This is an optimization exercise on Yosys and OpenROAD, whose aim is small area, not a production implementation. Only simulation tests tie the RTL to the original design; equivalence was not proved. No driver is modelled on the clock port, so clocking that relies on it looks cheaper here than on a real chip. No activity file was given, so power comes from the tool's default toggle rates.

red:
==> module drawing_vduc, before the edit <==
module drawing_vduc (
            input  wire        clk,
            input  wire        reset,
            output wire        frame_over,
            output wire        vdu_req,      
            output wire        vdu_take,     
            output wire [16:0] vdu_address,
            output wire        phase,        
            input  wire [31:0] vdu_data,
            output wire        v_sync_out,
            output wire        h_sync_out,
            output reg   [7:0] pixel_out,
            output reg         v_blank,
            output reg         h_blank
            );
reg  [9:0] p;
reg [11:0] b;                     
reg [31:0] pixels;
wire [7:0] hw     = p[9:2];
wire       first  = p[9] & p[8] & p[7];              
wire       p_wrap = p[9] & p[8] & (&p[4:0]);         
wire       b_wrap = b[11] & b[9] & b[6];             
wire       h_act  = !p[9] | (!p[8] & !p[7]);         
wire       v_act  = (b < 12'd2400);                  
wire       p656   = p[9] & p[7] & (p[6:0] == 7'b001_0000);    
wire       b_inc  = p656 | (!p[9] & (&p[6:0]));      
wire       show   = h_act & !v_blank;                
assign phase       = p[0];
assign vdu_req     = (first | show) & !p[1] & p[0];
assign vdu_take    = show & (p[1] ^ p[0]);
assign vdu_address = {b, hw[4:0]};
assign h_sync_out  = p[9] & !p[8] & p[7] & (p[6] | p[5] | p[4]) & !(p[6] & p[5] & p[4]);   
assign v_sync_out  = (b >= 12'd2450) & (b <= 12'd2459);
assign frame_over  = p[9] & p[7] & (p[6:0] == 7'b001_0001)    
                   & !v_blank & !v_act;                        
wire [9:0]  p_next = p + 10'd1;
wire [11:0] b_next = b + 12'd1;
always @ (posedge clk)
  if (reset)       p <= 10'd1020;
  else if (p_wrap) p <= p_next & ~10'b11_0010_0000;
  else             p <= p_next;
always @ (posedge clk)
  if (reset)        b <= 12'd2430;
  else if (b_inc)
    if (b_wrap)     b <= b_next & ~12'b1010_0100_0001;
    else            b <= b_next;
always @ (posedge clk)
  begin
  pixels[31:24] <= vdu_data[31:24];
  if (p[1:0] == 2'd3) pixels[23:0] <= vdu_data[23:0];
  else                pixels[23:0] <= pixels[31:8];
  end
wire prev_word = (p >= 10'd4) & (p <= 10'd643);    
wire prev_show = prev_word & !v_blank;
always @ (posedge clk)
  h_blank <= reset | !prev_word;
always @ (posedge clk)
  if (reset) pixel_out <= 8'h00;
  else       pixel_out <= prev_show ? pixels[7:0] : 8'h00;
always @ (posedge clk)
  if (reset)              v_blank <= 1'b1;
  else if (!(p[9] & p[7] & (p[6:2] == 5'b0_0100)))    
                          v_blank <= !v_act;
endmodule
clock: 5.0 ns
lec_check: 0
cap_margin: 0
core_margin: 2
core_utilization: 50
place_density: 0.92
slew_margin: 0
standard.sh (not shown) runs the stock make flow with config.mk's settings and CLKGATE_MAP_FILE= SYNTH_SCRIPT=/design/flow/synth_recipe.tcl, a recipe that flattens the netlist after the stock synthesis.
==> flow/flow/run.sh <==
#!/bin/bash
set -euo pipefail
top=${FLOW_TOP:-framestore}
lib=$FLOW_HOME/platforms/sky130hd/lib/sky130_fd_sc_hd__tt_025C_1v80.lib
yosys=$FLOW_HOME/../tools/install/yosys/bin/yosys
res=orfs/results/sky130hd/framestore/base

export BUFFER_PORTS_ARGS="-buffer_cell sky130_fd_sc_hd__buf_1"
# After CTS, any clock buffer whose flip-flops still see a slow edge (by the
# placement estimate) is upsized, for margin on the clock-pin slew limit.
export POST_CTS_TCL=$PWD/flow/post_cts.tcl CTS_ROOT_BUF=sky130_fd_sc_hd__clkbuf_8 CTS_ROOT_SLEW=100 CTS_LEAF_SLEW=0.110
export CTS_ARGS="-sink_clustering_enable -repair_clock_nets -dont_use_dummy_load -buf_list sky130_fd_sc_hd__clkbuf_4 -root_buf sky130_fd_sc_hd__clkbuf_4"

bash standard.sh synth > synth.log 2>&1

cp $res/1_2_yosys.v $res/1_2_yosys.standard.v
# Two passes of four re-mapping runs with different ABC seeds in parallel;
# each pass starts from the smallest netlist so far and keeps the smallest.
remap_pass() {  # pass input
  local pass=$1 in=$2 seed
  for seed in 0 1 2 3; do
    sed -e "s#@SEED@#$((seed + 4 * pass))#" flow/remap.abc.in > remap_${pass}_$seed.abc
    sed -e "s#@LIB@#$lib#g; s#@IN@#$in#; s#@TOP@#$top#; s#@OUT@#$PWD/remapped_${pass}_$seed.v#g; s#@ABC@#$PWD/remap_${pass}_$seed.abc#" \
      flow/remap.ys > remap_run_${pass}_$seed.ys
    $yosys -l remap_${pass}_$seed.log -s remap_run_${pass}_$seed.ys > /dev/null &
  done
  wait
  for seed in 0 1 2 3; do
    if [[ -f remapped_${pass}_$seed.v.after.txt ]]; then
      echo "$(awk '/Chip area/ {print $NF}' remapped_${pass}_$seed.v.after.txt) remapped_${pass}_$seed.v"
    fi
  done | sort -g > remap_pass_$pass.log
  cp $(head -1 remap_pass_$pass.log | awk '{print $2}') remapped_pass_$pass.v
}
remap_pass 0 $res/1_2_yosys.standard.v
remap_pass 1 $PWD/remapped_pass_0.v
cp $(cat remap_pass_0.log remap_pass_1.log | sort -g | head -1 | awk '{print $2}') remapped.v
$yosys -l remap_check.log -p "read_liberty -lib $lib; read_verilog remapped.v; hierarchy -top $top; check -assert -mapped" > /dev/null
cp remapped.v $res/1_2_yosys.v
rm -f $res/1_synth.odb $res/1_synth.sdc

bash standard.sh finish > standard.log 2>&1
Other scripts of this flow, unchanged in this note and not shown: flow/flow/post_cts.tcl, flow/flow/remap.abc.in, flow/flow/remap.ys
What blue does differently from red at the input level:
-- flow/design.v --
<<< red, line 83
wire       b_wrap = b[11] & b[9] & b[6];             
wire       h_act  = !p[9] | (!p[8] & !p[7]);         
wire       v_act  = (b < 12'd2400);                  
wire       p656   = p[9] & p[7] & (p[6:0] == 7'b001_0000);    
wire       b_inc  = p656 | (!p[9] & (&p[6:0]));      
>>> blue, line 83
wire       b_wrap = b[11] & b[9] & b[6];             
wire       h_act  = !p[9] | (!p[8] & !p[7]);         
wire       v_act  = !b[11] | (!b[9] & !b[8]) | (b[8] & !b[7] & !b[5]) | (!b[9] & !b[7] & !b[6]);
wire       p656   = p[9] & p[7] & (p[6:0] == 7'b001_0000);    
wire       b_inc  = p656 | (!p[9] & (&p[6:0]));      
<<< red, line 91
assign vdu_take    = show & (p[1] ^ p[0]);
assign vdu_address = {b, hw[4:0]};
assign h_sync_out  = p[9] & !p[8] & p[7] & (p[6] | p[5] | p[4]) & !(p[6] & p[5] & p[4]);   
assign v_sync_out  = (b >= 12'd2450) & (b <= 12'd2459);
assign frame_over  = p[9] & p[7] & (p[6:0] == 7'b001_0001)    
                   & !v_blank & !v_act;                        
>>> blue, line 91
assign vdu_take    = show & (p[1] ^ p[0]);
assign vdu_address = {b, hw[4:0]};
assign h_sync_out  = p[9] & p[7] & (p[6] | p[5] | p[4]) & !(p[6] & p[5] & p[4]);   
assign v_sync_out  = b[11] & b[8] & b[7] & !b[6] & !b[5] & b[4]
                   & ((b[3] ^ b[2]) | (!b[2] & b[1]));
assign frame_over  = p[9] & p[7] & (p[6:0] == 7'b001_0001)    
                   & !v_blank & !v_act;                        
==> run summary <==
Final area (blue vs. red) decreases slightly. Compared with red, in blue switching power share of the total now larger; first-pass GRT wire length picked up an extra 83 um; register share of the cell area shows no meaningful change; cell total after placement comparable; wire length has increased. blue: detailed placement HPWL is 0.56% lower than what red reported. blue ends up with a number of fill cells that is about 2% lower than in red. blue against red; count of multi-input gates is down by a few percent. The layout net count of blue and that of red are within noise of each other.
